Background: an optimization exercise with open tools, aiming at small area. Do not read the settings as production practice.
The RTL was checked by simulation tests, not by an equivalence proof against the original design.

===== design/flow/config.mk =====
export PLATFORM = sky130hd
export DESIGN_NAME = layer_1
export DESIGN_NICKNAME = layer_1
export VERILOG_FILES = /design/flow/design.v
export SDC_FILE = /design/flow/constraint.sdc
export NUM_CORES = 4
export LEC_CHECK = 0
export CAP_MARGIN = 20
export CORE_MARGIN = 2
export CORE_UTILIZATION = 65
export CTS_CLUSTER_DIAMETER = 100
export CTS_CLUSTER_SIZE = 30
export PLACE_DENSITY = 0.75
export SLEW_MARGIN = 20
export SYNTH_HIERARCHICAL = 1
export SYNTH_MINIMUM_KEEP_SIZE = 0

===== design/flow/constraint.sdc =====
create_clock -name core_clock -period 12.0 [get_ports {clk}]
set_input_delay 2.4000 -clock core_clock [delete_from_list [all_inputs] [get_ports {clk}]]
set_output_delay 2.4000 -clock core_clock [all_outputs]
set_load 0.01 [all_outputs]

===== design/flow/design.v =====
module layer_1(
  input clk,
  input reset,
  input in_valid,
  input [7:0] pxl_in,
  output [8:0] pool_out,
  output out_valid
);
  reg [7:0] pd;
  reg ivd;
  always @(posedge clk) begin
    pd <= pxl_in;
    ivd <= in_valid;
  end
  reg [1023:0] ch;
  always @(posedge clk)
    if (ivd) ch <= {ch[1015:0], pd};
  reg [4:0] row, col;
  always @(posedge clk or posedge reset)
    if (reset) begin
      row <= 5'd0; col <= 5'd0;
    end else if (in_valid) begin
      col <= col + 5'd1;
      if (col == 5'd31) row <= row + 5'd1;
    end
  reg v0, v1, vo;
  reg xo0, yo0, xo1, yo1;
  always @(posedge clk or posedge reset)
    if (reset) begin
      v0 <= 1'b0; v1 <= 1'b0; vo <= 1'b0;
    end else begin
      v0 <= in_valid && row >= 5'd4 && col >= 5'd4;
      v1 <= v0;
      vo <= v1 && xo1 && yo1;
    end
  always @(posedge clk) begin
    xo0 <= col[0]; yo0 <= row[0];
    xo1 <= xo0; yo1 <= yo0;
  end
  reg [14:0] a1;
  reg [16:0] a2, a3;
  reg [17:0] a4;
  reg [3:0] nzh;
  wire nz_col = (|ch[1023:1016]) | (|ch[767:760]) | (|ch[511:504]) | (|ch[255:248]) | (|pd[7:0]);
  wire nz = (|nzh) | (|ch[767:760]) | (|ch[511:504]) | (|ch[255:248]);
  wire n1 = ch[1019] ^ ch[1017];
  wire n2 = ch[1019] & ch[1017];
  wire n3s, n3c;
  fadd un3 (ch[1020], ch[1018], ch[505], n3s, n3c);
  wire n4s, n4c;
  fadd un4 (ch[1021], ch[1019], ch[760], n4s, n4c);
  wire n5 = ch[506] ^ ch[250];
  wire n6 = ch[506] & ch[250];
  wire n7s, n7c;
  fadd un7 (ch[1022], ch[1020], ch[761], n7s, n7c);
  wire n8s, n8c;
  fadd un8 (ch[507], ch[251], pd[7], n8s, n8c);
  wire n9s, n9c;
  fadd un9 (ch[1023], ch[1021], ch[762], n9s, n9c);
  wire n10s, n10c;
  fadd un10 (ch[1022], ch[763], ch[509], n10s, n10c);
  wire n11s, n11c;
  fadd un11 (ch[1018], ch[1016], pd[3], n11s, n11c);
  wire n12s, n12c;
  fadd un12 (n1, ch[504], ch[248], n12s, n12c);
  wire n13s, n13c;
  fadd un13 (pd[4], pd[2], pd[0], n13s, n13c);
  wire n14s, n14c;
  fadd un14 (n2, n3s, ch[249], n14s, n14c);
  wire n15s, n15c;
  fadd un15 (pd[5], pd[3], pd[1], n15s, n15c);
  wire n16 = ch[763] ^ ch[509];
  wire n17 = ch[763] | ch[509];
  wire n18s, n18c;
  fadd un18 (n3c, n4s, n5, n18s, n18c);
  wire n19s, n19c;
  fadd un19 (pd[6], pd[4], pd[2], n19s, n19c);
  wire n20s, n20c;
  fadd un20 (ch[764], ch[510], ch[508], n20s, n20c);
  wire n21s, n21c;
  fadd un21 (n4c, n6, n7s, n21s, n21c);
  wire n22s, n22c;
  fadd un22 (n8s, pd[5], pd[3], n22s, n22c);
  wire n23s, n23c;
  fadd un23 (ch[765], ch[511], ch[509], n23s, n23c);
  wire n24s, n24c;
  fadd un24 (n7c, n8c, n9s, n24s, n24c);
  wire n25s, n25c;
  fadd un25 (ch[252], pd[6], pd[4], n25s, n25c);
  wire n26s, n26c;
  fadd un26 (ch[508], ch[766], ch[510], n26s, n26c);
  wire n27s, n27c;
  fadd un27 (n9c, ch[508], n10s, n27s, n27c);
  wire n28s, n28c;
  fadd un28 (ch[253], pd[7], pd[5], n28s, n28c);
  wire n29 = ch[767] ^ ch[511];
  wire n30 = ch[767] & ch[511];
  wire n31s, n31c;
  fadd un31 (n10c, ch[1023], ch[764], n31s, n31c);
  wire n32s, n32c;
  fadd un32 (ch[510], ch[254], pd[6], n32s, n32c);
  wire n33s, n33c;
  fadd un33 (ch[1017], pd[2], pd[0], n33s, n33c);
  wire n34s, n34c;
  fadd un34 (ch[761], ch[507], ch[505], n34s, n34c);
  wire n35s, n35c;
  fadd un35 (n11c, n12s, n13s, n35s, n35c);
  wire n36s, n36c;
  fadd un36 (ch[762], ch[508], ch[506], n36s, n36c);
  wire n37s, n37c;
  fadd un37 (n12c, n13c, n14s, n37s, n37c);
  wire n38s, n38c;
  fadd un38 (n15s, n16, ~ch[507], n38s, n38c);
  wire n39s, n39c;
  fadd un39 (n14c, n15c, n18s, n39s, n39c);
  wire n40s, n40c;
  fadd un40 (~n19s, n17, n20s, n40s, n40c);
  wire n41s, n41c;
  fadd un41 (n18c, n19c, n21s, n41s, n41c);
  wire n42s, n42c;
  fadd un42 (~n22s, n20c, n23s, n42s, n42c);
  wire n43s, n43c;
  fadd un43 (n21c, n22c, n24s, n43s, n43c);
  wire n44s, n44c;
  fadd un44 (~n25s, n23c, n26s, n44s, n44c);
  wire n45s, n45c;
  fadd un45 (n24c, n25c, n27s, n45s, n45c);
  wire n46s, n46c;
  fadd un46 (~n28s, n26c, n29, n46s, n46c);
  wire n47s, n47c;
  fadd un47 (n27c, n28c, n31s, n47s, n47c);
  wire n48 = n32s ^ n30;
  wire n49 = n32s | ~n30;
  wire n50s, n50c;
  fadd un50 (n31c, n32c, ch[765], n50s, n50c);
  wire n51s, n51c;
  fadd un51 (ch[511], ch[255], pd[7], n51s, n51c);
  wire n52 = ch[760] ^ ch[506];
  wire n53 = ch[760] | ch[506];
  wire n54s, n54c;
  fadd un54 (n33c, pd[1], ~n34s, n54s, n54c);
  wire n55s, n55c;
  fadd un55 (n11s, n35s, ~n34c, n55s, n55c);
  wire n56s, n56c;
  fadd un56 (n35c, n37s, n38s, n56s, n56c);
  wire n57s, n57c;
  fadd un57 (n37c, n38c, n39s, n57s, n57c);
  wire n58s, n58c;
  fadd un58 (n39c, n41s, ~n40c, n58s, n58c);
  wire n59s, n59c;
  fadd un59 (n41c, n43s, ~n42c, n59s, n59c);
  wire n60s, n60c;
  fadd un60 (n43c, n45s, ~n44c, n60s, n60c);
  wire n61s, n61c;
  fadd un61 (n45c, n47s, n48, n61s, n61c);
  wire n62s, n62c;
  fadd un62 (n47c, n49, n50s, n62s, n62c);
  wire n63s, n63c;
  fadd un63 (n50c, n51c, ch[766], n63s, n63c);
  wire n64s, n64c;
  fadd un64 (ch[1016], pd[1], ~ch[505], n64s, n64c);
  wire n65s, n65c;
  fadd un65 (n52, n33s, ~ch[504], n65s, n65c);
  wire n66s, n66c;
  fadd un66 (~n54s, n53, n11s, n66s, n66c);
  wire n67s, n67c;
  fadd un67 (n54c, n55s, ~n36s, n67s, n67c);
  wire n68s, n68c;
  fadd un68 (n55c, n56s, ~n36c, n68s, n68c);
  wire n69s, n69c;
  fadd un69 (n56c, n57s, ~n40s, n69s, n69c);
  wire n70s, n70c;
  fadd un70 (n57c, n58s, ~n42s, n70s, n70c);
  wire n71s, n71c;
  fadd un71 (n58c, n59s, ~n44s, n71s, n71c);
  wire n72s, n72c;
  fadd un72 (n59c, n60s, ~n46s, n72s, n72c);
  wire n73s, n73c;
  fadd un73 (n60c, n61s, ~n46c, n73s, n73c);
  wire n74s, n74c;
  fadd un74 (n61c, n62s, n51s, n74s, n74c);
  wire n75 = n62c ^ n63s;
  wire n76 = n62c | n63s;
  wire n77 = n63c ^ ch[767];
  wire n78 = n63c | ch[767];
  wire n79 = pd[0] ^ ch[504];
  wire n80 = pd[0] | ch[504];
  wire n81s, n81c;
  fadd un81 (pd[0], n64s, ~n80, n81s, n81c);
  wire n82s, n82c;
  fadd un82 (n64c, n65s, n81c, n82s, n82c);
  wire n83s, n83c;
  fadd un83 (n65c, ~n66s, n82c, n83s, n83c);
  wire n84s, n84c;
  fadd un84 (~n66c, n67s, n83c, n84s, n84c);
  wire n85s, n85c;
  fadd un85 (n67c, n68s, n84c, n85s, n85c);
  wire n86s, n86c;
  fadd un86 (n68c, n69s, n85c, n86s, n86c);
  wire n87s, n87c;
  fadd un87 (n69c, n70s, n86c, n87s, n87c);
  wire n88s, n88c;
  fadd un88 (n70c, n71s, n87c, n88s, n88c);
  wire n89s, n89c;
  fadd un89 (n71c, n72s, n88c, n89s, n89c);
  wire n90s, n90c;
  fadd un90 (n72c, n73s, n89c, n90s, n90c);
  wire n91s, n91c;
  fadd un91 (n73c, n74s, n90c, n91s, n91c);
  wire n92s, n92c;
  fadd un92 (n74c, ~n75, n91c, n92s, n92c);
  wire n93s, n93c;
  fadd un93 (n76, ~n77, n92c, n93s, n93c);
  wire n94 = n78 ^ n93c;
  wire [14:0] base = {n94, n93s, n92s, n91s, n90s, n89s, n88s, n87s, n86s, n85s, n84s, n83s, n82s, n81s, n79};
  wire n95 = ch[1018] ^ ch[1016];
  wire n96 = ch[1018] & ch[1016];
  wire n97s, n97c;
  fadd un97 (ch[1019], ch[1017], ch[763], n97s, n97c);
  wire n98s, n98c;
  fadd un98 (ch[1020], ch[1018], ch[764], n98s, n98c);
  wire n99s, n99c;
  fadd un99 (ch[1021], ch[1019], ch[765], n99s, n99c);
  wire n100s, n100c;
  fadd un100 (ch[1022], ch[1020], ch[766], n100s, n100c);
  wire n101 = ch[1016] ^ ch[760];
  wire n102 = ch[1016] & ch[760];
  wire n103s, n103c;
  fadd un103 (ch[1017], ch[761], ch[506], n103s, n103c);
  wire n104s, n104c;
  fadd un104 (n95, ch[762], ch[760], n104s, n104c);
  wire n105 = ch[507] ^ ch[251];
  wire n106 = ch[507] & ch[251];
  wire n107s, n107c;
  fadd un107 (n96, n97s, ch[761], n107s, n107c);
  wire n108s, n108c;
  fadd un108 (ch[508], ch[252], pd[4], n108s, n108c);
  wire n109s, n109c;
  fadd un109 (n97c, n98s, ch[762], n109s, n109c);
  wire n110s, n110c;
  fadd un110 (ch[509], ch[253], pd[5], n110s, n110c);
  wire n111s, n111c;
  fadd un111 (n98c, n99s, ch[763], n111s, n111c);
  wire n112s, n112c;
  fadd un112 (ch[510], ch[254], pd[6], n112s, n112c);
  wire n113s, n113c;
  fadd un113 (n99c, n100s, ch[764], n113s, n113c);
  wire n114s, n114c;
  fadd un114 (ch[511], ch[255], pd[7], n114s, n114c);
  wire n115s, n115c;
  fadd un115 (n100c, ch[1023], ch[1021], n115s, n115c);
  wire n116 = ch[767] ^ ch[765];
  wire n117 = ch[767] & ch[765];
  wire n118 = n101 ^ ch[505];
  wire n119 = n101 & ch[505];
  wire n120s, n120c;
  fadd un120 (n102, n103s, ch[250], n120s, n120c);
  wire n121s, n121c;
  fadd un121 (n103c, n104s, n105, n121s, n121c);
  wire n122s, n122c;
  fadd un122 (n104c, n106, n107s, n122s, n122c);
  wire n123s, n123c;
  fadd un123 (n107c, n108c, n109s, n123s, n123c);
  wire n124s, n124c;
  fadd un124 (n109c, n110c, n111s, n124s, n124c);
  wire n125s, n125c;
  fadd un125 (n111c, n112c, n113s, n125s, n125c);
  wire n126s, n126c;
  fadd un126 (n113c, n114c, n115s, n126s, n126c);
  wire n127s, n127c;
  fadd un127 (n115c, n117, ch[1022], n127s, n127c);
  wire n128 = ch[504] ^ ch[248];
  wire n129 = ch[504] & ch[248];
  wire n130s, n130c;
  fadd un130 (n118, ch[249], pd[1], n130s, n130c);
  wire n131s, n131c;
  fadd un131 (n119, n120s, pd[2], n131s, n131c);
  wire n132s, n132c;
  fadd un132 (n120c, n121s, pd[3], n132s, n132c);
  wire n133s, n133c;
  fadd un133 (n121c, n122s, n108s, n133s, n133c);
  wire n134s, n134c;
  fadd un134 (n122c, n123s, n110s, n134s, n134c);
  wire n135s, n135c;
  fadd un135 (n123c, n124s, n112s, n135s, n135c);
  wire n136s, n136c;
  fadd un136 (n124c, n125s, n114s, n136s, n136c);
  wire n137s, n137c;
  fadd un137 (n125c, n126s, n116, n137s, n137c);
  wire n138s, n138c;
  fadd un138 (n126c, n127s, ch[766], n138s, n138c);
  wire n139s, n139c;
  fadd un139 (n127c, ch[1023], ch[767], n139s, n139c);
  wire n140 = n128 ^ pd[0];
  wire n141 = n128 & pd[0];
  wire n142s, n142c;
  fadd un142 (n129, n130s, n141, n142s, n142c);
  wire n143s, n143c;
  fadd un143 (n130c, n131s, n142c, n143s, n143c);
  wire n144s, n144c;
  fadd un144 (n131c, n132s, n143c, n144s, n144c);
  wire n145s, n145c;
  fadd un145 (n132c, n133s, n144c, n145s, n145c);
  wire n146s, n146c;
  fadd un146 (n133c, n134s, n145c, n146s, n146c);
  wire n147s, n147c;
  fadd un147 (n134c, n135s, n146c, n147s, n147c);
  wire n148s, n148c;
  fadd un148 (n135c, n136s, n147c, n148s, n148c);
  wire n149s, n149c;
  fadd un149 (n136c, n137s, n148c, n149s, n149c);
  wire n150s, n150c;
  fadd un150 (n137c, n138s, n149c, n150s, n150c);
  wire n151s, n151c;
  fadd un151 (n138c, n139s, n150c, n151s, n151c);
  wire n152 = n139c ^ n151c;
  wire n153 = n139c & n151c;
  wire [12:0] dsum = {n153, n152, n151s, n150s, n149s, n148s, n147s, n146s, n145s, n144s, n143s, n142s, n140};
  wire n154 = dsum[1] ^ dsum[0];
  wire n155 = dsum[1] & dsum[0];
  wire n156s, n156c;
  fadd un156 (dsum[2], dsum[1], n155, n156s, n156c);
  wire n157s, n157c;
  fadd un157 (dsum[3], dsum[2], n156c, n157s, n157c);
  wire n158s, n158c;
  fadd un158 (dsum[4], dsum[3], n157c, n158s, n158c);
  wire n159s, n159c;
  fadd un159 (dsum[5], dsum[4], n158c, n159s, n159c);
  wire n160s, n160c;
  fadd un160 (dsum[6], dsum[5], n159c, n160s, n160c);
  wire n161s, n161c;
  fadd un161 (dsum[7], dsum[6], n160c, n161s, n161c);
  wire n162s, n162c;
  fadd un162 (dsum[8], dsum[7], n161c, n162s, n162c);
  wire n163s, n163c;
  fadd un163 (dsum[9], dsum[8], n162c, n163s, n163c);
  wire n164s, n164c;
  fadd un164 (dsum[10], dsum[9], n163c, n164s, n164c);
  wire n165s, n165c;
  fadd un165 (dsum[11], dsum[10], n164c, n165s, n165c);
  wire n166s, n166c;
  fadd un166 (dsum[12], dsum[11], n165c, n166s, n166c);
  wire n167 = dsum[12] ^ n166c;
  wire n168 = dsum[12] & n166c;
  wire [14:0] d3 = {n168, n167, n166s, n165s, n164s, n163s, n162s, n161s, n160s, n159s, n158s, n157s, n156s, n154, dsum[0]};
  wire n169 = a1[0] ^ base[0];
  wire n170 = a1[0] & base[0];
  wire n171s, n171c;
  fadd un171 (a1[1], base[1], dsum[1], n171s, n171c);
  wire n172s, n172c;
  fadd un172 (a1[2], base[2], dsum[2], n172s, n172c);
  wire n173s, n173c;
  fadd un173 (a1[3], base[3], dsum[3], n173s, n173c);
  wire n174s, n174c;
  fadd un174 (a1[4], base[4], dsum[4], n174s, n174c);
  wire n175s, n175c;
  fadd un175 (a1[5], base[5], dsum[5], n175s, n175c);
  wire n176s, n176c;
  fadd un176 (a1[6], base[6], dsum[6], n176s, n176c);
  wire n177s, n177c;
  fadd un177 (a1[7], base[7], dsum[7], n177s, n177c);
  wire n178s, n178c;
  fadd un178 (a1[8], base[8], dsum[8], n178s, n178c);
  wire n179s, n179c;
  fadd un179 (a1[9], base[9], dsum[9], n179s, n179c);
  wire n180s, n180c;
  fadd un180 (a1[10], base[10], dsum[10], n180s, n180c);
  wire n181s, n181c;
  fadd un181 (a1[11], base[11], dsum[11], n181s, n181c);
  wire n182s, n182c;
  fadd un182 (a1[12], base[12], dsum[12], n182s, n182c);
  wire n183 = a1[13] ^ base[13];
  wire n184 = a1[13] & base[13];
  wire n185 = a1[14] ^ base[14];
  wire n186 = a1[14] | base[14];
  wire n187 = n169 ^ dsum[0];
  wire n188 = n169 & dsum[0];
  wire n189s, n189c;
  fadd un189 (n170, n171s, n188, n189s, n189c);
  wire n190s, n190c;
  fadd un190 (n171c, n172s, n189c, n190s, n190c);
  wire n191s, n191c;
  fadd un191 (n172c, n173s, n190c, n191s, n191c);
  wire n192s, n192c;
  fadd un192 (n173c, n174s, n191c, n192s, n192c);
  wire n193s, n193c;
  fadd un193 (n174c, n175s, n192c, n193s, n193c);
  wire n194s, n194c;
  fadd un194 (n175c, n176s, n193c, n194s, n194c);
  wire n195s, n195c;
  fadd un195 (n176c, n177s, n194c, n195s, n195c);
  wire n196s, n196c;
  fadd un196 (n177c, n178s, n195c, n196s, n196c);
  wire n197s, n197c;
  fadd un197 (n178c, n179s, n196c, n197s, n197c);
  wire n198s, n198c;
  fadd un198 (n179c, n180s, n197c, n198s, n198c);
  wire n199s, n199c;
  fadd un199 (n180c, n181s, n198c, n199s, n199c);
  wire n200s, n200c;
  fadd un200 (n181c, n182s, n199c, n200s, n200c);
  wire n201s, n201c;
  fadd un201 (n182c, n183, n200c, n201s, n201c);
  wire n202s, n202c;
  fadd un202 (n184, n185, n201c, n202s, n202c);
  wire n203 = n186 ^ n202c;
  wire n204 = ~n186 & n202c;
  wire n205 = a2[1] ^ base[1];
  wire n206 = a2[1] & base[1];
  wire n207s, n207c;
  fadd un207 (a2[2], base[2], dsum[1], n207s, n207c);
  wire n208s, n208c;
  fadd un208 (a2[3], base[3], dsum[2], n208s, n208c);
  wire n209s, n209c;
  fadd un209 (a2[4], base[4], dsum[3], n209s, n209c);
  wire n210s, n210c;
  fadd un210 (a2[5], base[5], dsum[4], n210s, n210c);
  wire n211s, n211c;
  fadd un211 (a2[6], base[6], dsum[5], n211s, n211c);
  wire n212s, n212c;
  fadd un212 (a2[7], base[7], dsum[6], n212s, n212c);
  wire n213s, n213c;
  fadd un213 (a2[8], base[8], dsum[7], n213s, n213c);
  wire n214s, n214c;
  fadd un214 (a2[9], base[9], dsum[8], n214s, n214c);
  wire n215s, n215c;
  fadd un215 (a2[10], base[10], dsum[9], n215s, n215c);
  wire n216s, n216c;
  fadd un216 (a2[11], base[11], dsum[10], n216s, n216c);
  wire n217s, n217c;
  fadd un217 (a2[12], base[12], dsum[11], n217s, n217c);
  wire n218s, n218c;
  fadd un218 (a2[13], base[13], dsum[12], n218s, n218c);
  wire n219 = a2[14] ^ base[14];
  wire n220 = a2[14] & ~base[14];
  wire n221 = a2[0] ^ base[0];
  wire n222 = a2[0] & base[0];
  wire n223s, n223c;
  fadd un223 (n205, dsum[0], n222, n223s, n223c);
  wire n224s, n224c;
  fadd un224 (n206, n207s, n223c, n224s, n224c);
  wire n225s, n225c;
  fadd un225 (n207c, n208s, n224c, n225s, n225c);
  wire n226s, n226c;
  fadd un226 (n208c, n209s, n225c, n226s, n226c);
  wire n227s, n227c;
  fadd un227 (n209c, n210s, n226c, n227s, n227c);
  wire n228s, n228c;
  fadd un228 (n210c, n211s, n227c, n228s, n228c);
  wire n229s, n229c;
  fadd un229 (n211c, n212s, n228c, n229s, n229c);
  wire n230s, n230c;
  fadd un230 (n212c, n213s, n229c, n230s, n230c);
  wire n231s, n231c;
  fadd un231 (n213c, n214s, n230c, n231s, n231c);
  wire n232s, n232c;
  fadd un232 (n214c, n215s, n231c, n232s, n232c);
  wire n233s, n233c;
  fadd un233 (n215c, n216s, n232c, n233s, n233c);
  wire n234s, n234c;
  fadd un234 (n216c, n217s, n233c, n234s, n234c);
  wire n235s, n235c;
  fadd un235 (n217c, n218s, n234c, n235s, n235c);
  wire n236s, n236c;
  fadd un236 (n218c, ~n219, n235c, n236s, n236c);
  wire n237s, n237c;
  fadd un237 (n220, ~a2[15], n236c, n237s, n237c);
  wire n238 = a2[16] ^ n237c;
  wire n239 = a3[0] ^ base[0];
  wire n240 = a3[0] & base[0];
  wire n241s, n241c;
  fadd un241 (a3[1], base[1], d3[1], n241s, n241c);
  wire n242s, n242c;
  fadd un242 (a3[2], base[2], d3[2], n242s, n242c);
  wire n243s, n243c;
  fadd un243 (a3[3], base[3], d3[3], n243s, n243c);
  wire n244s, n244c;
  fadd un244 (a3[4], base[4], d3[4], n244s, n244c);
  wire n245s, n245c;
  fadd un245 (a3[5], base[5], d3[5], n245s, n245c);
  wire n246s, n246c;
  fadd un246 (a3[6], base[6], d3[6], n246s, n246c);
  wire n247s, n247c;
  fadd un247 (a3[7], base[7], d3[7], n247s, n247c);
  wire n248s, n248c;
  fadd un248 (a3[8], base[8], d3[8], n248s, n248c);
  wire n249s, n249c;
  fadd un249 (a3[9], base[9], d3[9], n249s, n249c);
  wire n250s, n250c;
  fadd un250 (a3[10], base[10], d3[10], n250s, n250c);
  wire n251s, n251c;
  fadd un251 (a3[11], base[11], d3[11], n251s, n251c);
  wire n252s, n252c;
  fadd un252 (a3[12], base[12], d3[12], n252s, n252c);
  wire n253s, n253c;
  fadd un253 (a3[13], base[13], d3[13], n253s, n253c);
  wire n254s, n254c;
  fadd un254 (a3[14], d3[14], ~base[14], n254s, n254c);
  wire n255 = n239 ^ d3[0];
  wire n256 = n239 & d3[0];
  wire n257s, n257c;
  fadd un257 (n240, n241s, n256, n257s, n257c);
  wire n258s, n258c;
  fadd un258 (n241c, n242s, n257c, n258s, n258c);
  wire n259s, n259c;
  fadd un259 (n242c, n243s, n258c, n259s, n259c);
  wire n260s, n260c;
  fadd un260 (n243c, n244s, n259c, n260s, n260c);
  wire n261s, n261c;
  fadd un261 (n244c, n245s, n260c, n261s, n261c);
  wire n262s, n262c;
  fadd un262 (n245c, n246s, n261c, n262s, n262c);
  wire n263s, n263c;
  fadd un263 (n246c, n247s, n262c, n263s, n263c);
  wire n264s, n264c;
  fadd un264 (n247c, n248s, n263c, n264s, n264c);
  wire n265s, n265c;
  fadd un265 (n248c, n249s, n264c, n265s, n265c);
  wire n266s, n266c;
  fadd un266 (n249c, n250s, n265c, n266s, n266c);
  wire n267s, n267c;
  fadd un267 (n250c, n251s, n266c, n267s, n267c);
  wire n268s, n268c;
  fadd un268 (n251c, n252s, n267c, n268s, n268c);
  wire n269s, n269c;
  fadd un269 (n252c, n253s, n268c, n269s, n269c);
  wire n270s, n270c;
  fadd un270 (n253c, n254s, n269c, n270s, n270c);
  wire n271s, n271c;
  fadd un271 (n254c, a3[15], n270c, n271s, n271c);
  wire n272 = a3[16] ^ n271c;
  wire n273 = a3[16] & n271c;
  wire n274s, n274c;
  fadd un274 (a4[7], base[7], dsum[5], n274s, n274c);
  wire n275s, n275c;
  fadd un275 (a4[8], base[8], dsum[6], n275s, n275c);
  wire n276s, n276c;
  fadd un276 (a4[9], base[9], dsum[7], n276s, n276c);
  wire n277s, n277c;
  fadd un277 (a4[10], base[10], dsum[8], n277s, n277c);
  wire n278 = a4[3] ^ base[3];
  wire n279 = a4[3] & base[3];
  wire n280s, n280c;
  fadd un280 (a4[4], base[4], dsum[2], n280s, n280c);
  wire n281s, n281c;
  fadd un281 (a4[5], base[5], dsum[3], n281s, n281c);
  wire n282 = ch[762] ^ ch[760];
  wire n283 = ch[762] & ch[760];
  wire n284s, n284c;
  fadd un284 (a4[6], base[6], dsum[4], n284s, n284c);
  wire n285s, n285c;
  fadd un285 (ch[763], ch[761], ~ch[765], n285s, n285c);
  wire n286s, n286c;
  fadd un286 (n274s, ch[764], ch[762], n286s, n286c);
  wire n287 = ch[766] ^ ch[760];
  wire n288 = ch[766] & ch[760];
  wire n289s, n289c;
  fadd un289 (n274c, n275s, ch[765], n289s, n289c);
  wire n290s, n290c;
  fadd un290 (~ch[763], ch[767], ch[761], n290s, n290c);
  wire n291s, n291c;
  fadd un291 (n275c, n276s, ch[766], n291s, n291c);
  wire n292 = ch[764] ^ ch[762];
  wire n293 = ch[764] | ~ch[762];
  wire n294s, n294c;
  fadd un294 (n276c, n277s, ch[767], n294s, n294c);
  wire n295 = ch[765] ^ ch[763];
  wire n296 = ch[765] | ~ch[763];
  wire n297s, n297c;
  fadd un297 (n277c, base[11], dsum[9], n297s, n297c);
  wire n298s, n298c;
  fadd un298 (~ch[766], a4[11], ch[764], n298s, n298c);
  wire n299s, n299c;
  fadd un299 (a4[11], base[12], dsum[10], n299s, n299c);
  wire n300s, n300c;
  fadd un300 (~ch[767], a4[12], ch[765], n300s, n300c);
  wire n301s, n301c;
  fadd un301 (a4[12], a4[13], base[13], n301s, n301c);
  wire n302 = dsum[11] ^ ch[766];
  wire n303 = dsum[11] | ~ch[766];
  wire n304 = a4[14] ^ dsum[12];
  wire n305 = a4[14] | dsum[12];
  wire n306 = base[14] ^ ch[767];
  wire n307 = base[14] | ch[767];
  wire n308 = a4[1] ^ base[1];
  wire n309 = a4[1] & base[1];
  wire n310s, n310c;
  fadd un310 (a4[2], base[2], dsum[0], n310s, n310c);
  wire n311s, n311c;
  fadd un311 (n278, dsum[1], ch[760], n311s, n311c);
  wire n312s, n312c;
  fadd un312 (n279, n280s, ch[761], n312s, n312c);
  wire n313s, n313c;
  fadd un313 (n280c, n281s, n282, n313s, n313c);
  wire n314s, n314c;
  fadd un314 (n281c, n283, n284s, n314s, n314c);
  wire n315s, n315c;
  fadd un315 (n284c, n285c, n286s, n315s, n315c);
  wire n316s, n316c;
  fadd un316 (n286c, n289s, ~n288, n316s, n316c);
  wire n317s, n317c;
  fadd un317 (n289c, n291s, n292, n317s, n317c);
  wire n318s, n318c;
  fadd un318 (n291c, n293, n294s, n318s, n318c);
  wire n319s, n319c;
  fadd un319 (n294c, n296, n297s, n319s, n319c);
  wire n320s, n320c;
  fadd un320 (n297c, n299s, ~n298c, n320s, n320c);
  wire n321s, n321c;
  fadd un321 (n299c, n301s, n302, n321s, n321c);
  wire n322s, n322c;
  fadd un322 (n301c, n303, n306, n322s, n322c);
  wire n323 = n305 ^ a4[15];
  wire n324 = n305 & a4[15];
  wire n325 = a4[0] ^ nz;
  wire n326 = a4[0] | nz;
  wire n327s, n327c;
  fadd un327 (a4[0], n308, ~ch[760], n327s, n327c);
  wire n328s, n328c;
  fadd un328 (n309, n310s, ~ch[761], n328s, n328c);
  wire n329s, n329c;
  fadd un329 (n310c, n311s, ~ch[762], n329s, n329c);
  wire n330s, n330c;
  fadd un330 (n311c, n312s, ~ch[763], n330s, n330c);
  wire n331s, n331c;
  fadd un331 (n312c, n313s, ~ch[764], n331s, n331c);
  wire n332s, n332c;
  fadd un332 (n313c, n314s, n285s, n332s, n332c);
  wire n333s, n333c;
  fadd un333 (n314c, n315s, ~n287, n333s, n333c);
  wire n334s, n334c;
  fadd un334 (n315c, n316s, ~n290s, n334s, n334c);
  wire n335s, n335c;
  fadd un335 (n316c, n317s, ~n290c, n335s, n335c);
  wire n336s, n336c;
  fadd un336 (n317c, n318s, n295, n336s, n336c);
  wire n337s, n337c;
  fadd un337 (n318c, n319s, ~n298s, n337s, n337c);
  wire n338s, n338c;
  fadd un338 (n319c, n320s, ~n300s, n338s, n338c);
  wire n339s, n339c;
  fadd un339 (n320c, n321s, ~n300c, n339s, n339c);
  wire n340s, n340c;
  fadd un340 (n321c, n322s, ~n304, n340s, n340c);
  wire n341s, n341c;
  fadd un341 (n322c, n323, ~n307, n341s, n341c);
  wire n342 = n324 ^ a4[16];
  wire n343 = n324 | a4[16];
  wire n344 = n325 ^ base[0];
  wire n345 = n325 & base[0];
  wire n346s, n346c;
  fadd un346 (~n326, n327s, n345, n346s, n346c);
  wire n347s, n347c;
  fadd un347 (n327c, n328s, n346c, n347s, n347c);
  wire n348s, n348c;
  fadd un348 (n328c, n329s, n347c, n348s, n348c);
  wire n349s, n349c;
  fadd un349 (n329c, n330s, n348c, n349s, n349c);
  wire n350s, n350c;
  fadd un350 (n330c, n331s, n349c, n350s, n350c);
  wire n351s, n351c;
  fadd un351 (n331c, n332s, n350c, n351s, n351c);
  wire n352s, n352c;
  fadd un352 (n332c, n333s, n351c, n352s, n352c);
  wire n353s, n353c;
  fadd un353 (n333c, n334s, n352c, n353s, n353c);
  wire n354s, n354c;
  fadd un354 (n334c, n335s, n353c, n354s, n354c);
  wire n355s, n355c;
  fadd un355 (n335c, n336s, n354c, n355s, n355c);
  wire n356s, n356c;
  fadd un356 (n336c, n337s, n355c, n356s, n356c);
  wire n357s, n357c;
  fadd un357 (n337c, n338s, n356c, n357s, n357c);
  wire n358s, n358c;
  fadd un358 (n338c, n339s, n357c, n358s, n358c);
  wire n359s, n359c;
  fadd un359 (n339c, n340s, n358c, n359s, n359c);
  wire n360s, n360c;
  fadd un360 (n340c, n341s, n359c, n360s, n360c);
  wire n361s, n361c;
  fadd un361 (n341c, ~n342, n360c, n361s, n361c);
  wire n362 = n343 ^ a4[17] ^ n361c;
  wire [14:0] a1_n = {base[14], base[13], base[12], base[11], base[10], base[9], base[8], base[7], base[6], base[5], base[4], base[3], base[2], base[1], base[0]};
  wire [16:0] a2_n = {n204, n203, n202s, n201s, n200s, n199s, n198s, n197s, n196s, n195s, n194s, n193s, n192s, n191s, n190s, n189s, n187};
  wire [16:0] a3_n = {n238, n237s, n236s, n235s, n234s, n233s, n232s, n231s, n230s, n229s, n228s, n227s, n226s, n225s, n224s, n223s, n221};
  wire [17:0] a4_n = {n273, n272, n271s, n270s, n269s, n268s, n267s, n266s, n265s, n264s, n263s, n262s, n261s, n260s, n259s, n258s, n257s, n255};
  wire [17:0] a_sum = {n362, n361s, n360s, n359s, n358s, n357s, n356s, n355s, n354s, n353s, n352s, n351s, n350s, n349s, n348s, n347s, n346s, n344};
  wire n363 = a_r[5] ^ a_r[2];
  wire n364 = a_r[5] & a_r[2];
  wire n365s, n365c;
  fadd un365 (a_r[16], a_r[13], a_r[11], n365s, n365c);
  wire n366s, n366c;
  fadd un366 (a_r[7], a_r[4], a_r[2], n366s, n366c);
  wire n367 = a_r[17] ^ a_r[14];
  wire n368 = a_r[17] | a_r[14];
  wire n369s, n369c;
  fadd un369 (a_r[17], a_r[5], a_r[3], n369s, n369c);
  wire n370s, n370c;
  fadd un370 (a_r[8], a_r[15], a_r[13], n370s, n370c);
  wire n371s, n371c;
  fadd un371 (a_r[8], a_r[6], a_r[4], n371s, n371c);
  wire n372s, n372c;
  fadd un372 (a_r[9], a_r[16], a_r[14], n372s, n372c);
  wire n373s, n373c;
  fadd un373 (a_r[9], a_r[10], a_r[7], n373s, n373c);
  wire n374s, n374c;
  fadd un374 (~a_r[5], a_r[17], a_r[15], n374s, n374c);
  wire n375s, n375c;
  fadd un375 (a_r[17], a_r[11], a_r[8], n375s, n375c);
  wire n376 = a_r[6] ^ a_r[16];
  wire n377 = a_r[6] & ~a_r[16];
  wire n378s, n378c;
  fadd un378 (a_r[17], a_r[12], a_r[9], n378s, n378c);
  wire n379 = a_r[13] ^ a_r[10];
  wire n380 = a_r[13] & a_r[10];
  wire n381 = a_r[15] ^ a_r[12];
  wire n382 = a_r[15] | a_r[12];
  wire n383s, n383c;
  fadd un383 (n364, a_r[6], a_r[3], n383s, n383c);
  wire n384s, n384c;
  fadd un384 (n366s, n367, ~n365c, n384s, n384c);
  wire n385s, n385c;
  fadd un385 (n366c, n369s, ~n368, n385s, n385c);
  wire n386s, n386c;
  fadd un386 (n369c, n371s, ~n370c, n386s, n386c);
  wire n387s, n387c;
  fadd un387 (n371c, n373s, ~n372c, n387s, n387c);
  wire n388s, n388c;
  fadd un388 (n373c, n375s, ~n374c, n388s, n388c);
  wire n389s, n389c;
  fadd un389 (n375c, n377, n378s, n389s, n389c);
  wire n390s, n390c;
  fadd un390 (n378c, a_r[7], n379, n390s, n390c);
  wire n391s, n391c;
  fadd un391 (n380, a_r[11], a_r[9], n391s, n391c);
  wire n392s, n392c;
  fadd un392 (a_r[14], a_r[12], a_r[10], n392s, n392c);
  wire n393s, n393c;
  fadd un393 (a_r[15], a_r[13], a_r[11], n393s, n393c);
  wire n394s, n394c;
  fadd un394 (a_r[16], a_r[12], ~a_r[14], n394s, n394c);
  wire n395s, n395c;
  fadd un395 (a_r[14], a_r[15], a_r[13], n395s, n395c);
  wire n396 = n381 ^ n363;
  wire n397 = n381 & n363;
  wire n398s, n398c;
  fadd un398 (~n383s, n382, n365s, n398s, n398c);
  wire n399s, n399c;
  fadd un399 (n383c, n384s, ~a_r[12], n399s, n399c);
  wire n400s, n400c;
  fadd un400 (n384c, n385s, ~n370s, n400s, n400c);
  wire n401s, n401c;
  fadd un401 (n385c, n386s, ~n372s, n401s, n401c);
  wire n402s, n402c;
  fadd un402 (n386c, n387s, ~n374s, n402s, n402c);
  wire n403s, n403c;
  fadd un403 (n387c, n388s, ~n376, n403s, n403c);
  wire n404s, n404c;
  fadd un404 (n388c, n389s, ~a_r[7], n404s, n404c);
  wire n405s, n405c;
  fadd un405 (n389c, n390s, a_r[8], n405s, n405c);
  wire n406s, n406c;
  fadd un406 (n390c, n391s, ~a_r[14], n406s, n406c);
  wire n407s, n407c;
  fadd un407 (n391c, n392s, ~a_r[15], n407s, n407c);
  wire n408s, n408c;
  fadd un408 (n392c, n393s, ~a_r[16], n408s, n408c);
  wire n409s, n409c;
  fadd un409 (n393c, n394s, ~a_r[17], n409s, n409c);
  wire n410 = n394c ^ n395s;
  wire n411 = n394c | n395s;
  wire n412s, n412c;
  fadd un412 (n395c, a_r[14], ~a_r[16], n412s, n412c);
  wire n413s, n413c;
  fadd un413 (~a_r[16], a_r[15], a_r[17], n413s, n413c);
  wire n414 = n396 ^ a_r[10];
  wire n415 = n396 & ~a_r[10];
  wire n416s, n416c;
  fadd un416 (n397, ~n398s, n415, n416s, n416c);
  wire n417s, n417c;
  fadd un417 (~n398c, n399s, n416c, n417s, n417c);
  wire n418s, n418c;
  fadd un418 (n399c, n400s, n417c, n418s, n418c);
  wire n419s, n419c;
  fadd un419 (n400c, n401s, n418c, n419s, n419c);
  wire n420s, n420c;
  fadd un420 (n401c, n402s, n419c, n420s, n420c);
  wire n421s, n421c;
  fadd un421 (n402c, n403s, n420c, n421s, n421c);
  wire n422s, n422c;
  fadd un422 (n403c, n404s, n421c, n422s, n422c);
  wire n423s, n423c;
  fadd un423 (n404c, n405s, n422c, n423s, n423c);
  wire n424s, n424c;
  fadd un424 (n405c, n406s, n423c, n424s, n424c);
  wire n425s, n425c;
  fadd un425 (n406c, n407s, n424c, n425s, n425c);
  wire n426s, n426c;
  fadd un426 (n407c, n408s, n425c, n426s, n426c);
  wire n427s, n427c;
  fadd un427 (n408c, n409s, n426c, n427s, n427c);
  wire n428s, n428c;
  fadd un428 (n409c, ~n410, n427c, n428s, n428c);
  wire n429s, n429c;
  fadd un429 (n411, n412s, n428c, n429s, n429c);
  wire n430 = n412c ^ n413s ^ n429c;
  wire [28:0] prod = {n430, n429s, n428s, n427s, n426s, n425s, n424s, n423s, n422s, n421s, n420s, n419s, n418s, n417s, n416s, n414, 1'b0, 1'b0, 1'b0, 1'b0, 1'b0, 1'b0, 1'b0, 1'b0, 1'b0, 1'b0, 1'b0, 1'b0, 1'b0};
  always @(posedge clk)
    if (ivd) begin
      a1 <= a1_n; a2 <= a2_n; a3 <= a3_n; a4 <= a4_n;
      nzh <= {nzh[2:0], nz_col};
    end
  reg [17:0] a_r;
  always @(posedge clk)
    a_r <= a_sum;
  wire [8:0] c9 = {~prod[28], prod[27], prod[26], prod[25], prod[24], prod[23], prod[22], prod[21], prod[20]};
  wire [7:0] f = c9[8] ? 8'd0 : c9[7:0];
  reg [7:0] hm;
  reg [111:0] pb;
  wire [7:0] up = yo1 ? pb[111:104] : 8'd0;
  wire [7:0] m0 = f > up ? f : up;
  wire [7:0] m1 = f > hm ? f : hm;
  always @(posedge clk) begin
    if (v1 && !xo1) hm <= m0;
    if (v1 && xo1) pb <= {pb[103:0], m1};
  end
  assign pool_out = {1'b0, pb[7:0]};
  assign out_valid = vo;
endmodule
module fadd(input a, input b, input c, output s, output co);
  assign s = a ^ b ^ c;
  assign co = (a & b) | (a & c) | (b & c);
endmodule

===== design/flow/run.sh =====
#!/bin/bash
# synth_recipe.tcl (not shown) runs the flow's synth.tcl, then flattens the netlist and writes it again
# the make line also repeats each setting of config.mk as NAME=value (left out here)
make -C /OpenROAD-flow-scripts/flow DESIGN_CONFIG=/design/flow/config.mk WORK_HOME=/design/flow/orfs CLKGATE_MAP_FILE= SYNTH_SCRIPT=/design/flow/synth_recipe.tcl finish

==> out/qor.txt, run 1 <==
GRT
-------------------------------------------------------------------------------------
Total congestion overflow after global routing                                      0
Wire length of the first global-routing pass                                94,800 um
Number of global-route vias before repair                                      16,320
Antenna violations before repair                                                    3
Global-route usage over all layers                                             17.05%
Maximum number of pins on one net before global-route repair                      228

LOGIC SYNTHESIS
-------------------------------------------------------------------------------------
Seq/Total Area, Yosys                                                          81.26%
Cells after Synth                                                               1,889
Mapped cell area                                                          46,010 um^2
Unique cell type count in the Yosys netlist                                        41
Yosys top cell area share                                                      79.30%
Avg Synthesized Cell Area                                                  24.36 um^2
Most area-hungry cell type in the Yosys netlist                          sky130_fd_sc_hd__edfxtp_1
Cell types occupying the most area after synthesis                       sky130_fd_sc_hd__edfxtp_1 (79%), sky130_fd_sc_hd__fa_1 (14%), sky130_fd_sc_hd__ha_1 (1.8%), sky130_fd_sc_hd__dfxtp_1 (1.3%), sky130_fd_sc_hd__inv_1 (0.91%)
Total nets after synthesis                                                      2,290
Flops & latches, synth                                                          1,257
Number of warning messages in the yosys log                                         7

TIMING
-------------------------------------------------------------------------------------
Final setup vio count                                                               0
Setup clock skew after layout                                              0.03075 ns
Max-slew violation count                                                            0
Actual transition at the worst max-transition pin                            1.037 ns
Setup TNS after final layout                                                     0 ns
Post-route clock period utilization                                            93.31%
Post-route minimum period                                                    11.20 ns
Fin. Hold Viols                                                                     0
Maximum frequency from static timing analysis                               89.30 MHz
Setup repair after global routing missed its margin                                no
Worst relative slew slack                                                      30.88%

HOLD PATH
-------------------------------------------------------------------------------------
Tightest Hold Check Type                                                   reg -> reg
Instance count along the most critical hold path                                    0
Hold path start                                                           xo0$_DFF_P_
Endpoint with the worst hold slack                                        xo1$_DFF_P_

DETAILED ROUTING
-------------------------------------------------------------------------------------
DRT iter0 DRCs                                                                  1,283
DR WL/cell                                                                   20.27 um
Remaining DRCs                                                                      0
Vias after detailed routing                                                    15,790
Via count normalized by instance count                                          5.375
First-pass iteration count of the detailed router                                   6
Antenna viol nets, final                                                            0
Total Wirelength                                                            59,540 um

OUTCOME
-------------------------------------------------------------------------------------
Result of the run                                            timing/DRC/antenna clean

FLOORPLANNING
-------------------------------------------------------------------------------------
Vertical extent of the die                                                   270.1 um
Num rows                                                                           97
Die footprint                                                             72,930 um^2
Placeable core region                                                     70,030 um^2
Die width                                                                    270.1 um
Top-level I/O count                                                                21
Initial core utilization                                                       65.70%

CLOCK NETWORK
-------------------------------------------------------------------------------------
PostCTS Resize Cnt                                                                  0
Clock Sinks                                                                     1,257
TritonCTS Buffers                                                                  48
Post-CTS Hold Fix Bufs                                                              0
Worst-skew pair later-pin latency                                             0.63 ns
Clock-pin slew of the registers on the worst-case setup and hold paths        0.11 ns
TritonCTS clock tree                                                              yes
Buffers inserted during post-CTS setup optimization                                 0
Number of levels the H-tree was split into                                          2
Clk Tree Root Cell                                                       sky130_fd_sc_hd__clkbuf_16
Buffers from clock root to sink, at most                                            3

FINAL LAYOUT
-------------------------------------------------------------------------------------
Area growth from synthesis to final layout                                     6.246%
Non-Filler Cell Area, Final                                               48,890 um^2
Net count reported at finish                                                    2,358
Most common cell after layout, fill and taps aside                       sky130_fd_sc_hd__edfxtp_1
Highest-count cells in the layout ignoring fill and taps                 sky130_fd_sc_hd__edfxtp_1 (1,215), sky130_fd_sc_hd__fa_1 (324), sky130_fd_sc_hd__inv_1 (111), sky130_fd_sc_hd__ha_1 (66), sky130_fd_sc_hd__clkbuf_16 (48)
Final standard cell utilization of the core                                    69.81%
Share of cells above drive strength 1                                          3.758%

PLACEMENT
-------------------------------------------------------------------------------------
Cell area reported after detailed placement                               47,400 um^2
Number of I/O port buffers                                                         19
Dpl hpwl                                                                    35,160 um
Last weighted congestion value of the routability-driven placer                0.8200

SETUP PATH
-------------------------------------------------------------------------------------
Crit path DAT                                                                11.73 ns
CP max FO                                                                           5
Required time of the critical path                                           12.53 ns
Crit-path most repeated cell                                             sky130_fd_sc_hd__fa_1
Register-to-register setup slack                                              0.80 ns
Type of origin of the critical path                                          register
Depth of the worst register-to-register path                                       25
Biggest cell delay along the critical path                                    0.70 ns
End of the worst register-to-register path                               a_r[17]$_DFF_P_
Crit end category                                                            register
Reg-to-Reg Start                                                         ch[1017]$_DFFE_PP_
Classification of the worst setup path                                     reg -> reg
Slowest cell on crit path                                                sky130_fd_sc_hd__fa_1

JOB
-------------------------------------------------------------------------------------
Reported max-cap violation count                                                    0

## routing by layer
metal | vias to the layer above | GRT usage, % | wire, um
met5 | - | 0 | 13
met4 | 2 | 3.713 | 977
met3 | 68 | 2.365 | 1781
met2 | 167 | 24.79 | 27440
met1 | 8439 | 28.45 | 29330
li1 | 7110 | - | -
## cell usage after synthesis
library cell	n
sky130_fd_sc_hd__a211oi_1	1
sky130_fd_sc_hd__a21oi_1	4
sky130_fd_sc_hd__a221o_1	1
sky130_fd_sc_hd__a31oi_1	1
sky130_fd_sc_hd__a41o_1	1
sky130_fd_sc_hd__a41oi_2	1
sky130_fd_sc_hd__and2_1	3
sky130_fd_sc_hd__and2_4	1
sky130_fd_sc_hd__and3_1	2
sky130_fd_sc_hd__buf_2	1
sky130_fd_sc_hd__buf_4	9
sky130_fd_sc_hd__buf_6	2
sky130_fd_sc_hd__clkbuf_1	2
sky130_fd_sc_hd__conb_1	1
sky130_fd_sc_hd__dfrtp_1	13
sky130_fd_sc_hd__dfxtp_1	29
sky130_fd_sc_hd__edfxtp_1	1215
sky130_fd_sc_hd__fa_1	324
sky130_fd_sc_hd__ha_1	66
sky130_fd_sc_hd__inv_1	111
sky130_fd_sc_hd__mux2_2	2
sky130_fd_sc_hd__mux2i_1	14
sky130_fd_sc_hd__nand2_1	27
sky130_fd_sc_hd__nand2_4	1
sky130_fd_sc_hd__nand2b_1	2
sky130_fd_sc_hd__nand3_1	1
sky130_fd_sc_hd__nand4_1	9
sky130_fd_sc_hd__nor2_1	5
sky130_fd_sc_hd__nor2b_1	2
sky130_fd_sc_hd__nor3_1	2
sky130_fd_sc_hd__nor4_1	10
sky130_fd_sc_hd__o211a_1	1
sky130_fd_sc_hd__o21ai_0	5
sky130_fd_sc_hd__o21ai_2	1
sky130_fd_sc_hd__o311a_1	1
sky130_fd_sc_hd__o31ai_1	1
sky130_fd_sc_hd__or3_1	1
sky130_fd_sc_hd__or4_1	1
sky130_fd_sc_hd__xnor2_1	10
sky130_fd_sc_hd__xor2_1	4
sky130_fd_sc_hd__xor3_2	1
## worst max-delay path, delay by kind of cell (launching register included)
kind / cells / cell delay (ns)
adder cells (fa/ha/maj): 23 / 10.28
flip-flops: 1 / 0.56
XOR/XNOR: 2 / 0.29
## worst max path at each step
stage | to | slack [ns] | start | cells after the start
final | a_r[17]$_DFF_P_ | 0.80 | ch[1017]$_DFFE_PP_ | 25
after global routing | a_r[17]$_DFF_P_ | 0.41 | ch[1017]$_DFFE_PP_ | 25
after CTS | a_r[17]$_DFF_P_ | 0.69 | ch[1017]$_DFFE_PP_ | 25
after detailed placement | a_r[17]$_DFF_P_ | 0.72 | ch[1017]$_DFFE_PP_ | 25
after global placement | a_r[17]$_DFF_P_ | 0.85 | ch[1017]$_DFFE_PP_ | 25
after floorplan | a_r[17]$_DFF_P_ | 1.20 | ch[1017]$_DFFE_PP_ | 25
## modules after synthesis, one instance, submodules excluded
| module | flip-flops and latches | cell area, um^2 | copies in the design | cells |
|---|---|---|---|---|
| layer_1 | 1257 | 39530 | 1 | 1565 |
| fadd | 0 | 20.02 | 324 | 1 |
## flip-flops by register name (all words and copies together) (netlist names), 4 cells and up
register,flops
col,5
a1,15
row,5
nzh,4
a4,18
ch,1024
a_r,16
hm,8
pb,112
a2,17
a3,17
pd,8
## logic make-up after synthesis
logic type / count (synthesis) / synth area share (%)
DFF: 1257 / 81.26
adders and majority gates: 390 / 15.89
buffers and inverters: 125 / 1.128
and+or+nand+nor: 67 / 0.7478
AOI/OAI and AO/OA: 18 / 0.2856
muxes: 16 / 0.3535
xor gates and xnor gates: 15 / 0.3209
other: 1 / 0.008150
## through the flow
| stage | instances | hold WS, ns | setup WS, ns |
|---|---|---|---|
| 3_5_place_dp | 2845 | 0.3164 | 0.7226 |
| 2_1_floorplan | 1889 | 0.3096 | 1.205 |
| 4_1_cts | 2934 | 0.3378 | 0.6884 |
| 6_report | 2937 | 0.3374 | 0.8024 |
| 5_1_grt | 2936 | 0.3470 | 0.4097 |
| 3_3_place_gp | 2845 | 0.3133 | 0.8464 |
## area by class of cell
cell class              count  area, um^2
clock inverters             4       58.81
fillers                  4162       21140
diodes                      1       2.502
clock buffers              85        1360
inverters                 111       416.7
repair buffers             32       372.9
flip-flops and latches   1257       37390
multi-input cells         507        8104
well taps                 940        1176
==> run 2, diff against run 1 <==
--- a/design/flow/config.mk
+++ b/design/flow/config.mk
@@ -7,10 +7,9 @@
 export LEC_CHECK = 0
 export CAP_MARGIN = 20
 export CORE_MARGIN = 2
-export CORE_UTILIZATION = 65
+export CORE_UTILIZATION = 40
 export CTS_CLUSTER_DIAMETER = 100
 export CTS_CLUSTER_SIZE = 30
-export PLACE_DENSITY = 0.75
 export SLEW_MARGIN = 20
 export SYNTH_HIERARCHICAL = 1
 export SYNTH_MINIMUM_KEEP_SIZE = 0
==> run 2 against run 1 <==
  * Still clean
  * Clock skew down 0.0016 ns
  * Maximum frequency up 0.23%
  * First-iteration DRC count up 6.5%
  * Synthesized area unchanged
  * Cell count up 19%
  * Non-clock buffer count up 1
  * Final area up 1.5%
  * Worst setup slack better by 0.026 ns
  * Highest routed layer unchanged
==> out/qor.txt, run 2 <==
HOLD PATH
-------------------------------------------------------------------------------------
Endpoint with the worst hold slack                                        xo1$_DFF_P_
Hold path start                                                           xo0$_DFF_P_
Instance count along the most critical hold path                                    0
Tightest Hold Check Type                                                   reg -> reg

LOGIC SYNTHESIS
-------------------------------------------------------------------------------------
Leading post-synthesis cells by instance count                           sky130_fd_sc_hd__edfxtp_1 (1,215), sky130_fd_sc_hd__fa_1 (324), sky130_fd_sc_hd__inv_1 (111)
Total nets after synthesis                                                      2,290
Post-synth EDFFs                                                                1,215
Avg Synthesized Cell Area                                                  24.36 um^2
Yosys top cell area share                                                      79.30%
Mapped cell area                                                          46,010 um^2
Most area-hungry cell type in the Yosys netlist                          sky130_fd_sc_hd__edfxtp_1
Number of warning messages in the yosys log                                         7
Flops & latches, synth                                                          1,257
Unique cell type count in the Yosys netlist                                        41
Cells after Synth                                                               1,889
Seq/Total Area, Yosys                                                          81.26%
Cell types occupying the most area after synthesis                       sky130_fd_sc_hd__edfxtp_1 (79%), sky130_fd_sc_hd__fa_1 (14%), sky130_fd_sc_hd__ha_1 (1.8%), sky130_fd_sc_hd__dfxtp_1 (1.3%), sky130_fd_sc_hd__inv_1 (0.91%)
Async set or reset register ratio after synthesis                              1.034%
Dominant cell by count in the synthesized netlist                        sky130_fd_sc_hd__edfxtp_1
Main synth FF type                                                       sky130_fd_sc_hd__edfxtp_1

SETUP PATH
-------------------------------------------------------------------------------------
Buffering stage count on the worst path with inverters included                     0
Reg-to-Reg Start                                                         ch[1017]$_DFFE_PP_
CP max FO                                                                           5
Worst path top cell family by delay                                       adder cells
Required time of the critical path                                           12.56 ns
Crit-path most repeated cell                                             sky130_fd_sc_hd__fa_1
End of the worst register-to-register path                               a_r[17]$_DFF_P_
Register-to-register setup slack                                              0.83 ns
Depth of the worst register-to-register path                                       25
Crit path DAT                                                                11.73 ns
Classification of the worst setup path                                     reg -> reg
Slowest cell on crit path                                                sky130_fd_sc_hd__fa_1
Crit end category                                                            register
Type of origin of the critical path                                          register
Biggest cell delay along the critical path                                    0.73 ns

DETAILED ROUTING
-------------------------------------------------------------------------------------
First-pass iteration count of the detailed router                                   4
Total Wirelength                                                            60,480 um
DR WL/cell                                                                   17.30 um
DRT iter0 DRCs                                                                  1,366
Via count normalized by instance count                                          4.565
Antenna viol nets, final                                                            0
Remaining DRCs                                                                      0
Vias after detailed routing                                                    15,960

TIMING
-------------------------------------------------------------------------------------
Setup clock skew after layout                                              0.02918 ns
Actual transition at the worst max-transition pin                            1.096 ns
Setup repair after global routing missed its margin                                no
Setup TNS after final layout                                                     0 ns
Worst relative slew slack                                                      26.93%
Max-slew violation count                                                            0
Fin. Hold Viols                                                                     0
Maximum frequency from static timing analysis                               89.51 MHz
Hold slack final                                                            0.3359 ns
Final setup vio count                                                               0
Post-route minimum period                                                    11.17 ns
Post-route clock period utilization                                            93.10%
Minimum setup slack in the final design                                     0.8285 ns

GRT
-------------------------------------------------------------------------------------
Wire length of the first global-routing pass                                97,530 um
Total congestion overflow after global routing                                      0
Antenna violations before repair                                                    7
Number of global-route vias before repair                                      16,700
Global-route usage over all layers                                             10.58%
Maximum number of pins on one net before global-route repair                      201

CLOCK NETWORK
-------------------------------------------------------------------------------------
Number of levels the H-tree was split into                                          2
Post-CTS Hold Fix Bufs                                                              0
PostCTS Resize Cnt                                                                  0
TritonCTS Buffers                                                                  50
Clock Sinks                                                                     1,257
Buffers from clock root to sink, at most                                            3
Buffers inserted during post-CTS setup optimization                                 0
Worst-skew pair later-pin latency                                             0.66 ns
Clock-pin slew of the registers on the worst-case setup and hold paths        0.12 ns
TritonCTS clock tree                                                              yes
Clk Tree Root Cell                                                       sky130_fd_sc_hd__clkbuf_16

PLACEMENT
-------------------------------------------------------------------------------------
Placed cells                                                                    3,420
Number of I/O port buffers                                                         19
Worst setup timing slack at the placement stage                             0.7410 ns
Last weighted congestion value of the routability-driven placer                0.7875
Dpl hpwl                                                                    35,650 um

FINAL LAYOUT
-------------------------------------------------------------------------------------
Area growth from synthesis to final layout                                     7.867%
Biggest registers after layout                                           ch (1024), pb (112), a4 (18)
Net count reported at finish                                                    2,361
Highest-count cells in the layout ignoring fill and taps                 sky130_fd_sc_hd__edfxtp_1 (1,215), sky130_fd_sc_hd__fa_1 (324), sky130_fd_sc_hd__inv_1 (111), sky130_fd_sc_hd__ha_1 (66), sky130_fd_sc_hd__clkbuf_16 (51)
Most common cell after layout, fill and taps aside                       sky130_fd_sc_hd__edfxtp_1
FF/Latch Area                                                             37,390 um^2
Register with the most flip-flops                                                  ch
Area taken by multi-input logic gates                                       8104 um^2
Largest register FFs                                                            1,024
Final std cells w/o fill                                                        3,496
Diode insertion count for antenna repair                                            0
Number of fill cells in the layout                                              9,622
Share of cells above drive strength 1                                          4.284%

FLOORPLANNING
-------------------------------------------------------------------------------------
Die footprint                                                            117,800 um^2
Vertical extent of the die                                                   343.2 um
Top-level I/O count                                                                21
Num rows                                                                          124
Initial core utilization                                                       40.29%
Die width                                                                    343.2 um
Placeable core region                                                    114,200 um^2

JOB
-------------------------------------------------------------------------------------
Reported max-cap violation count                                                    0

OUTCOME
-------------------------------------------------------------------------------------
Result of the run                                            timing/DRC/antenna clean

[run 2: layout make-up]
cell class,count,share of cell area [%]
inverter,111,0.8395
clock buffer,65,2.677
tap,1512,3.812
multi-input combinational,507,16.33
clock inverter,11,0.2950
timing repair buffer,33,0.7034
sequential,1257,75.34
[run 2: worst register-to-register path, stage by stage (launching register included)]
cell                       delay (ns)
sky130_fd_sc_hd__edfxtp_1        0.55
sky130_fd_sc_hd__ha_1            0.38
sky130_fd_sc_hd__fa_1            0.57
sky130_fd_sc_hd__fa_1            0.44
sky130_fd_sc_hd__fa_1            0.55
sky130_fd_sc_hd__fa_1            0.44
sky130_fd_sc_hd__fa_1            0.42
sky130_fd_sc_hd__fa_1            0.39
sky130_fd_sc_hd__fa_1            0.41
sky130_fd_sc_hd__fa_1            0.41
sky130_fd_sc_hd__fa_1            0.43
sky130_fd_sc_hd__fa_1            0.73
sky130_fd_sc_hd__fa_1            0.50
sky130_fd_sc_hd__fa_1            0.54
sky130_fd_sc_hd__fa_1            0.44
sky130_fd_sc_hd__fa_1            0.49
sky130_fd_sc_hd__fa_1            0.41
sky130_fd_sc_hd__fa_1            0.39
sky130_fd_sc_hd__fa_1            0.38
sky130_fd_sc_hd__fa_1            0.39
sky130_fd_sc_hd__fa_1            0.39
sky130_fd_sc_hd__fa_1            0.39
sky130_fd_sc_hd__fa_1            0.38
sky130_fd_sc_hd__fa_1            0.38
sky130_fd_sc_hd__xor2_1          0.16
sky130_fd_sc_hd__xnor2_1         0.12
[run 2: stage by stage]
stage	cell area (um^2)	util (%)
3_5_place_dp	48150	42.17
6_report	49630	43.46
5_1_grt	49630	43.46
4_1_cts	49630	43.46
2_1_floorplan	46020	-
3_3_place_gp	48150	42.17
[run 2: logic make-up (layout without fill, tap and decap cells)]
group	after synthesis	in the layout	share of synthesized area [%]
flops	1257	1257	81.26
fa+ha+maj	390	390	15.89
buf+inv	125	220	1.128
simple gates	67	67	0.7478
compound gates	18	18	0.2856
mux	16	16	0.3535
xor+xnor	15	15	0.3209
other cells	1	1	0.008150
[run 2: worst max-delay path by stage]
stage | slack, ns | start | depth (start not counted) | to
2_1_floorplan | 1.20 | ch[1017]$_DFFE_PP_ | 25 | a_r[17]$_DFF_P_
3_3_place_gp | 0.78 | ch[1017]$_DFFE_PP_ | 25 | a_r[17]$_DFF_P_
3_5_place_dp | 0.74 | ch[1017]$_DFFE_PP_ | 25 | a_r[17]$_DFF_P_
4_1_cts | 0.70 | ch[1017]$_DFFE_PP_ | 25 | a_r[17]$_DFF_P_
5_1_grt | 0.41 | ch[1017]$_DFFE_PP_ | 25 | a_r[17]$_DFF_P_
6_report | 0.83 | ch[1017]$_DFFE_PP_ | 25 | a_r[17]$_DFF_P_
[run 2: per-layer routing]
metal / GRT usage [%] / vias up / part of all wire (%) / wire length [um]
li1: - / 7112 / - / -
met1: 16.88 / 8590 / 50 / 30340
met2: 15.05 / 174 / 44 / 26690
met3: 1.912 / 81 / 3.7 / 2250
met4: 2.566 / 2 / 2.0 / 1191
met5: 0 / - / 0.018 / 11
[run 2: per-module statistics from Yosys (local to each module, per instance)]
| module | flops+latches | area, um^2 | cells inside | copies in the design |
|---|---|---|---|---|
| fadd | 0 | 20.02 | 1 | 324 |
| layer_1 | 1257 | 39530 | 1565 | 1 |
==> run 3, diff against run 2 <==
==> design/flow/flow/run.sh (new file) <==
#!/bin/bash
# The standard layout, with two changes: clock tree synthesis adds no dummy
# loads, and the port buffers are the smallest buffer.
set -euo pipefail
export CTS_ARGS="-sink_clustering_enable -repair_clock_nets -sink_clustering_size 30 -sink_clustering_max_diameter 100 -dont_use_dummy_load"
export BUFFER_PORTS_ARGS="-buffer_cell sky130_fd_sc_hd__buf_1"
bash ./standard.sh > standard.log 2>&1
==> design/flow/standard.sh (new file) <==
#!/bin/bash
# synth_recipe.tcl (not shown) runs the flow's synth.tcl, then flattens the netlist and writes it again
# the make line also repeats each setting of config.mk as NAME=value (left out here)
make -C /OpenROAD-flow-scripts/flow DESIGN_CONFIG=/design/flow/config.mk WORK_HOME=/design/flow/orfs CLKGATE_MAP_FILE= SYNTH_SCRIPT=/design/flow/synth_recipe.tcl "${@:-finish}"
removed: design/flow/run.sh
==> run 3 against run 2 <==
  * Sequential cell count stayed put
==> out/qor.txt, run 3 <==
OUTCOME
-------------------------------------------------------------------------------------
Result of the run                                            timing/DRC/antenna clean

LOGIC SYNTHESIS
-------------------------------------------------------------------------------------
Dominant cell by count in the synthesized netlist                        sky130_fd_sc_hd__edfxtp_1
Dominant combinational cell family by area after synthesis                adder cells
Unique cell type count in the Yosys netlist                                        41
Cells after Synth                                                               1,889
Leading post-synthesis cells by instance count                           sky130_fd_sc_hd__edfxtp_1 (1,215), sky130_fd_sc_hd__fa_1 (324), sky130_fd_sc_hd__inv_1 (111)
Portion of netlist area occupied by mux cells                                 0.3535%
Main synth FF type                                                       sky130_fd_sc_hd__edfxtp_1
Total nets after synthesis                                                      2,290
Number of warning messages in the yosys log                                         7
Post-synth EDFFs                                                                1,215
Synthesized-area fraction occupied by adder cells                              15.89%
Most area-hungry cell type in the Yosys netlist                          sky130_fd_sc_hd__edfxtp_1

FINAL LAYOUT
-------------------------------------------------------------------------------------
Biggest registers after layout                                           ch (1024), pb (112), a4 (18)
Number of fill cells in the layout                                              9,685
Most common cell after layout, fill and taps aside                       sky130_fd_sc_hd__edfxtp_1
Net count reported at finish                                                    2,364
Diode insertion count for antenna repair                                            0
Highest-count cells in the layout ignoring fill and taps                 sky130_fd_sc_hd__edfxtp_1 (1,215), sky130_fd_sc_hd__fa_1 (324), sky130_fd_sc_hd__inv_1 (111), sky130_fd_sc_hd__ha_1 (66), sky130_fd_sc_hd__clkbuf_16 (51)

TIMING
-------------------------------------------------------------------------------------
Setup clock skew after layout                                              0.07942 ns
Maximum frequency from static timing analysis                               89.27 MHz
Hold slack final                                                            0.3367 ns
Max-slew violation count                                                            0
Post-route clock period utilization                                            93.35%
Setup TNS after final layout                                                     0 ns

DETAILED ROUTING
-------------------------------------------------------------------------------------
Via count normalized by instance count                                          4.577
Antenna viol nets, final                                                            0
Vias after detailed routing                                                    15,900
Total Wirelength                                                            61,140 um

SETUP PATH
-------------------------------------------------------------------------------------
Required time of the critical path                                           12.51 ns
Classification of the worst setup path                                     reg -> reg
Type of origin of the critical path                                          register

GRT
-------------------------------------------------------------------------------------
Maximum number of pins on one net before global-route repair                      211
Total congestion overflow after global routing                                      0

CLOCK NETWORK
-------------------------------------------------------------------------------------
Buffers from clock root to sink, at most                                            3
TritonCTS Buffers                                                                  51
Clock-pin slew of the registers on the worst-case setup and hold paths        0.11 ns
Clock Sinks                                                                     1,257
PostCTS Resize Cnt                                                                  0
TritonCTS clock tree                                                              yes
Number of levels the H-tree was split into                                          2

FLOORPLANNING
-------------------------------------------------------------------------------------
Die footprint                                                            117,800 um^2
Top-level I/O count                                                                21

PLACEMENT
-------------------------------------------------------------------------------------
Dpl hpwl                                                                    36,070 um
Number of I/O port buffers                                                         19

HOLD PATH
-------------------------------------------------------------------------------------
Tightest Hold Check Type                                                   reg -> reg

-- run 3: cell families after synthesis --
logic type / after synthesis
AO/OA/AOI/OAI: 18
adder cells (fa/ha/maj): 390
XOR/XNOR: 15
multiplexers: 16
AND/OR/NAND/NOR: 67
other: 1
flip-flops: 1257
buffers and inverters: 125
-- run 3: stage by stage --
stage                     cells  instance area [um^2]  setup WS (ns)  util [%]
after detailed placement   3422                 48040         0.7120     42.07
final                      3473                 49320         0.7976     43.19
after global routing       3473                 49320         0.3683     43.19
after CTS                  3473                 49310         0.6583     43.18
after floorplan            1889                 46020          1.205         -
after global placement     3422                 48040         0.7852     42.07
-- run 3: worst max-delay path, cell delays in order, from the launching register on --
cell,delay (ns)
sky130_fd_sc_hd__edfxtp_1,0.55
sky130_fd_sc_hd__ha_1,0.38
sky130_fd_sc_hd__fa_1,0.57
sky130_fd_sc_hd__fa_1,0.45
sky130_fd_sc_hd__fa_1,0.54
sky130_fd_sc_hd__fa_1,0.44
sky130_fd_sc_hd__fa_1,0.42
sky130_fd_sc_hd__fa_1,0.39
sky130_fd_sc_hd__fa_1,0.42
sky130_fd_sc_hd__fa_1,0.69
sky130_fd_sc_hd__fa_1,0.51
sky130_fd_sc_hd__fa_1,0.59
sky130_fd_sc_hd__fa_1,0.46
sky130_fd_sc_hd__fa_1,0.50
sky130_fd_sc_hd__fa_1,0.42
sky130_fd_sc_hd__fa_1,0.39
sky130_fd_sc_hd__fa_1,0.39
sky130_fd_sc_hd__fa_1,0.39
sky130_fd_sc_hd__fa_1,0.39
sky130_fd_sc_hd__fa_1,0.39
sky130_fd_sc_hd__fa_1,0.38
sky130_fd_sc_hd__fa_1,0.39
sky130_fd_sc_hd__fa_1,0.40
sky130_fd_sc_hd__fa_1,0.38
sky130_fd_sc_hd__xor2_1,0.16
sky130_fd_sc_hd__xnor2_1,0.12
-- run 3: layout make-up --
type	count	area, um^2	share of cell area (%)
tap	1512	1892	3.836
clock buffer	51	1276	2.588
sequential	1257	37390	75.83
timing repair buffer	35	232.7	0.4719
inverter	111	416.7	0.8449
multi-input combinational	507	8104	16.43
-- run 3: per-layer routing --
metal	part of all wire, %	global-route usage [%]	vias up	wire length, um
met1	50	16.77	8591	30510
met5	0.011	0	-	7
met4	2.1	2.775	2	1286
met2	45	15.68	143	27440
met3	3.1	1.806	71	1886
li1	-	-	7089	-
-- run 3: per-module statistics from Yosys (local to each module, per instance) --
module	times used	flip-flops and latches	area, um^2
fadd	324	0	20.02
layer_1	1	1257	39530
-- run 3: worst paths after layout --
path | startpoint | end | cells past startpoint | slack (ns)
max | ch[1017]$_DFFE_PP_ | a_r[17]$_DFF_P_ | 25 | 0.80
min | yo0$_DFF_P_ | yo1$_DFF_P_ | 0 | 0.34
max in group asynchronous | reset | vo$_DFF_PP0_ | 2 | 9.88
min reg2reg | yo0$_DFF_P_ | yo1$_DFF_P_ | 0 | 0.34
max reg2reg | ch[1017]$_DFFE_PP_ | a_r[17]$_DFF_P_ | 25 | 0.80
min in group asynchronous | reset | col[2]$_DFFE_PP0P_ | 2 | 1.77

==> port drivers added, routing unchanged <==
How much do the figures lean on ideal ports? The routed layouts below were timed once more, with nothing changed but the port constraints.
Step 1: set_driving_cell puts a clkbuf_16 on clk and a buf_2 on each other input, an assumption about the parent block.
Step 2 also shifts input and output timing later by t, the mid clock arrival at the registers, as if the neighbouring blocks saw the same clock.
a / b / c = no drivers / after step 1 / after step 2; a / b = the first two.
| run | shift t [ns] | slack for setup (ns) | worst hold slack (ns) | worst data-port slew with drivers (ns) |
|---|---|---|---|---|
| run 1 | 0.687 | 0.802 / 0.802 / 0.802 | 0.337 / 0.337 / 0.337 | 0.05 |
| run 2 | 0.710 | 0.829 / 0.829 / 0.829 | 0.336 / 0.336 / 0.336 | 0.08 |
| run 3 | 0.681 | 0.798 / 0.798 / 0.798 | 0.337 / 0.337 / 0.337 | 0.07 |
After both steps setup and hold are still met in every run listed.
